Source: an optimization exercise on an open RTL-to-GDS flow (aim: small area and a short achievable clock period). Production flows keep margins and buffers that such runs may drop. Where RTL was checked, it was by simulation tests only, not by an equivalence proof against the original. No driver is modelled on the clock port, so clocking that relies on it looks cheaper here than on a real chip.

Design pe, start of the top module:
module pe (
    input               clk,
    input               rst,
    input  signed [7:0] weight,
    input  signed [7:0] inmap,
    input               inmap_vld,
    input               weight_vld,
    input  signed [7:0] bias,
    output signed [7:0] outmap,
    output              outmap_vld,
    output signed [15:0] outraw
);
clock: 10.5 ns
lec_check: 0
cap_margin: 20
core_margin: 2
core_utilization: 40
slew_margin: 20
standard.sh (not shown) runs the stock make flow with config.mk's settings and CLKGATE_MAP_FILE= SYNTH_SCRIPT=/design/flow/synth_recipe.tcl, a recipe that flattens the netlist after the stock synthesis.
==> flow/flow/run.sh <==
#!/bin/bash
# Own layout flow: the standard ORFS layout, with port buffers of a small, fast buffer
# (buf_2) instead of the default the port buffering picks; every port still gets a buffer.
set -euo pipefail
export BUFFER_PORTS_ARGS="-buffer_cell sky130_fd_sc_hd__buf_2"
bash standard.sh > standard_flow.log 2>&1
The first run ran to the end with violations: setup timing.
==> next run, changes <==
--- a/flow/design.v
+++ b/flow/design.v
@@ -187,35 +187,53 @@
   wire p13 = hs7 ^ c28;
   wire g13 = hs7 & c28;
   wire p14 = hc7 ^ s30;
   wire g14 = hc7 & s30;
   wire cr5 = g4 | (p4 & g3);
   wire cr6 = g5 | (p5 & cr5);
   wire cr7 = g6 | (p6 & cr6);
   wire cr8 = g7 | (p7 & cr7);
-  wire cr9 = g8 | (p8 & cr8);
-  wire cr10 = g9 | (p9 & cr9);
-  wire cr11 = g10 | (p10 & cr10);
-  wire cr12 = g11 | (p11 & cr11);
-  wire cr13 = g12 | (p12 & cr12);
-  wire cr14 = g13 | (p13 & cr13);
-  wire cr15 = g14 | (p14 & cr14);
+  wire w36 = g9 | (p9 & g8);
+  wire w37 = p9 & p8;
+  wire w38 = g11 | (p11 & g10);
+  wire w39 = p11 & p10;
+  wire w40 = g13 | (p13 & g12);
+  wire w41 = p13 & p12;
+  wire w42 = g10 | (p10 & w36);
+  wire w43 = p10 & w37;
+  wire w44 = w38 | (w39 & w36);
+  wire w45 = w39 & w37;
+  wire w46 = g14 | (p14 & w40);
+  wire w47 = p14 & w41;
+  wire w48 = g12 | (p12 & w44);
+  wire w49 = p12 & w45;
+  wire w50 = w40 | (w41 & w44);
+  wire w51 = w41 & w45;
+  wire w52 = w46 | (w47 & w44);
+  wire w53 = w47 & w45;
+  wire cs9 = g8 | (p8 & cr8);
+  wire cs10 = w36 | (w37 & cr8);
+  wire cs11 = w42 | (w43 & cr8);
+  wire cs12 = w44 | (w45 & cr8);
+  wire cs13 = w48 | (w49 & cr8);
+  wire cs14 = w50 | (w51 & cr8);
+  wire cs15 = w52 | (w53 & cr8);
   wire tt4 = p4 ^ g3;
   wire tt5 = p5 ^ cr5;
   wire tt6 = p6 ^ cr6;
   wire tt7 = p7 ^ cr7;
   wire tt8 = p8 ^ cr8;
-  wire tt9 = p9 ^ cr9;
-  wire tt10 = p10 ^ cr10;
-  wire tt11 = p11 ^ cr11;
-  wire tt12 = p12 ^ cr12;
-  wire tt13 = p13 ^ cr13;
-  wire tt14 = p14 ^ cr14;
-  wire tt15 = s31 ^ cr15;
+  wire tt9 = p9 ^ cs9;
+  wire tt10 = p10 ^ cs10;
+  wire tt11 = p11 ^ cs11;
+  wire tt12 = p12 ^ cs12;
+  wire tt13 = p13 ^ cs13;
+  wire tt14 = p14 ^ cs14;
+  wire tt15 = s31 ^ cs15;
   wire u3 = p3 ^ t[2];
   wire pa4 = p3 & t[2];
   wire cu4 = g3 | pa4;
   wire u4 = p4 ^ cu4;
   wire pa5 = p4 & pa4;
   wire cu5 = cr5 | pa5;
   wire u5 = p5 ^ cu5;
   wire pa6 = p5 & pa5;
@@ -223,17 +241,17 @@
   wire u6 = p6 ^ cu6;
   wire pa7 = p6 & pa6;
   wire cu7 = cr7 | pa7;
   wire u7 = p7 ^ cu7;
   wire pa8 = p7 & pa7;
   wire cu8 = cr8 | pa8;
   wire u8 = p8 ^ cu8;
   wire pa9 = p8 & pa8;
-  wire cu9 = cr9 | pa9;
+  wire cu9 = cs9 | pa9;
   wire u9 = p9 ^ cu9;
   wire [15:0] t = {tt15, tt14, tt13, tt12, tt11, tt10, tt9, tt8, tt7, tt6, tt5, tt4, p3, s3, s1, s0};
   wire [6:0] r = {u9, u8, u7, u6, u5, u4, u3};
   assign outraw = t & {16{v}};
   assign outmap = {1'b0, r & {7{v & ~t[15]}}};
   assign outmap_vld = (n == 5'd24);
   always @(posedge clk) acc <= t;
   always @(posedge clk or posedge rst) begin
Result:
- The new run passed the timing, design-rule and antenna checks
- design area came out lower by 5.9%
- wire length rises by 9.8%
- global-route usage is higher by 0.49 points
- via count grows by 13%
- synthesized cell count is higher by 16%
- clock-buffer cell count shrinks by 1
Function was not checked in any run of this note: the RTL went through the layout flow alone.

========
Another version of the RTL of pe (not shown whole).
Size: roughly 380 cells after synthesis, about 21 flip-flops, ~53 I/O pins, roughly 0.0033 mm^2 of cells after synthesis.
clock: 10.5 ns
lec_check: 0
cap_margin: 20
core_margin: 2
core_utilization: 40
slew_margin: 60
synth_hierarchical: 1
synth_minimum_keep_size: 0
==> flow/flow/run.sh <==
#!/bin/bash
# Own layout flow: the standard ORFS layout (standard.sh, which also runs the standard
# synthesis) with two changes:
#  - port buffers are buf_1 instead of the buffer the port buffering picks by default
#    (every input and output port still gets its own buffer; the sizing may upsize it);
#  - before clock-tree synthesis, pre_cts.tcl runs a timing-driven sizing pass (gate
#    upsizing and pin swaps only) aiming at a worst slack SIZE_EXTRA_SLACK ns above the
#    placed one.
# The final report's power-grid check has failed now and then on a placement; if the run
# fails, it is redone from scratch with a slightly smaller sizing target. Each attempt's
# output is in standard_flow_<target>.log; ORFS's own logs are under orfs/logs.
set -uo pipefail
here=$(cd "$(dirname "$0")" && pwd)
export BUFFER_PORTS_ARGS="-buffer_cell sky130_fd_sc_hd__buf_1"
export PRE_CTS_TCL="$here/pre_cts.tcl"
for x in 0.45 0.40 0.35 0.30; do
  rm -rf orfs out/final.def
  if SIZE_EXTRA_SLACK=$x bash standard.sh > "standard_flow_$x.log" 2>&1 && [[ -f out/final.def ]]; then
    echo "layout done with sizing target +$x ns"
    exit 0
  fi
  echo "layout with sizing target +$x ns failed; see standard_flow_$x.log"
done
exit 1
==> flow/flow/pre_cts.tcl <==
# Timing-driven gate sizing before CTS: upsize gates and swap pins (no buffering) on the
# worst paths until the worst slack is SIZE_EXTRA_SLACK ns above what placement left.
estimate_parasitics -placement
set ws [worst_slack -max]
puts "pre_cts sizing: worst slack $ws, target [expr {$ws + $::env(SIZE_EXTRA_SLACK)}]"
repair_timing -setup -setup_margin [expr {$ws + $::env(SIZE_EXTRA_SLACK)}] \
  -sequence "sizeup,swap" -repair_tns 0 -verbose
puts "pre_cts sizing: worst slack now [worst_slack -max]"
Rerun with:
--- a/flow/design.v
+++ b/flow/design.v
@@ -33,36 +33,18 @@
   assign y = ~a;
 endmodule
 module gate8 (
     input  [7:0] a,
     input        e0,
     input        e1,
     output [7:0] y
 );
   assign y = a & {8{e0 & e1}};
-endmodule
-module nandg8 (
-    input  [7:0] a,
-    input        e0,
-    input        e1,
-    output [7:0] y
-);
-  assign y = ~(a & {8{e0 & e1}});
-endmodule
-module bsel4 (
-    input        e0,
-    input        e1,
-    input        z,
-    input  [3:0] b,
-    input  [3:0] a,
-    output [3:0] y
-);
-  assign y = (e0 & e1) ? (z ? b : a) : 4'd0;
 endmodule
 module signedm #(
     parameter DATA_SIZE      = 8,
     parameter HALFWORD_WIDTH = 16
 ) (
     input  signed [     DATA_SIZE-1:0] a,
                                        b,
     output signed [HALFWORD_WIDTH-1:0] data_out
 );
@@ -79,19 +61,19 @@
     input  signed [7:0] bias,
     output signed [7:0] outmap,
     output              outmap_vld,
     output signed [15:0] outraw
 );
   wire v = inmap_vld & weight_vld;
   reg  [4:0]  n;     
   reg  [15:0] acc;   
   wire z = (n == 5'd0);
-  wire [15:0] base = z ? {{5{bias[7]}}, bias, 3'b0} : acc;
+  wire [15:0] base = (v & z) ? {{5{bias[7]}}, bias, 3'b0} : (v ? acc : 16'd0);
   wire [7:0] wg;
   gate8 u_gw (.a(weight), .e0(inmap_vld), .e1(weight_vld), .y(wg));
   wire one0 = inmap[0] ^ 1'b0;
   wire two0 = (inmap[1] & ~inmap[0] & ~1'b0) | (~inmap[1] & inmap[0] & 1'b0);
   wire neg0 = inmap[1] & ~(inmap[0] & 1'b0);
   wire pp0_0 = ((one0 & wg[0]) | (two0 & 1'b0)) ^ neg0;
   wire pp0_1 = ((one0 & wg[1]) | (two0 & wg[0])) ^ neg0;
   wire pp0_2 = ((one0 & wg[2]) | (two0 & wg[1])) ^ neg0;
   wire pp0_3 = ((one0 & wg[3]) | (two0 & wg[2])) ^ neg0;
@@ -224,18 +206,18 @@
   wire s29, c29;
   fa u_fa29 (.a(base[14]), .b(base[13]), .ci(pp3_8), .s(s29), .co(c29));
   wire hs11, hc11;
   ha u_ha11 (.a(s29), .b(c28), .s(hs11), .co(hc11));
   wire w0 = basen15 ^ c29;
   wire [15:0] sx = {w0, hs11, hs10, hs9, hs8, hc6, hc5, hc4, s14, hc2, s8, s6, hs0, s3, s1, s0};
   wire [15:0] sy = {hc11, hc10, hc9, hc8, hc7, hs7, hs6, hs5, hs4, hs3, hs2, hs1, c3, 1'b0, 1'b0, 1'b0};
   wire [15:0] t = sx + sy;
   wire [6:0] r = t[9:3] + t[2];
-  assign outraw = t & {16{v}};
-  assign outmap = {1'b0, r & {7{v & ~t[15]}}};
+  assign outraw = t;
+  assign outmap = {1'b0, r & {7{~t[15]}}};
   assign outmap_vld = (n == 5'd24);
-  always @(posedge clk) acc <= t;
+  always @(posedge clk) acc <= t | (acc & {16{~v}});
   always @(posedge clk or posedge rst) begin
     if (rst) n <= 5'd0;
     else if (v) n <= (n == 5'd24) ? 5'd0 : n + 5'd1;
   end
 endmodule
The changed run finished with timing, DRC and antenna clean.
Utilization shrinks by 0.16 points.
Worst hold slack is worse by 0.15 ns.
Cell count shrinks by a few percent.
Global-route usage shrinks by 0.98 points.
First-iteration DRC count shrinks by a quarter to a third.
Register-to-register slack is worse by 0.04 ns.
Function not checked in the first run of this note: the RTL went through the layout flow alone.

what the ideal ports hide:
In the flow no input, the clock included, has a driving cell. The finished layouts below were timed again as built, in two steps.
Step 1: set_driving_cell puts a clkbuf_16 on clk and a buf_2 on each other input, an assumption about the parent block.
Step 2 moves the port delays by t, midway between the first and last clock arrival at a register: inputs arrive t later, outputs are due t later. That takes back most of the time a late clock gives input paths.
Slacks: ideal / step 1 / step 2; pairs: ideal / step 1.
| run | shift t [ns] | slack for setup (ns) | worst slew at a driven data input, ns |
|---|---|---|---|
| the first run of note 1 | 0.305 | -0.014 / -0.047 / -0.047 | 0.04 |
| the second run of note 1 | 0.295 | 0.965 / 0.946 / 0.946 | 0.03 |
| the first run of note 2 | 0.293 | 2.246 / 2.224 / 2.224 | 0.04 |
| the second run of note 2 | 0.281 | 2.125 / 2.105 / 2.105 | 0.04 |
The setup slack of the first run of note 1, which loses most, moves by -0.033 ns with the drivers and by -0.033 ns with both steps.
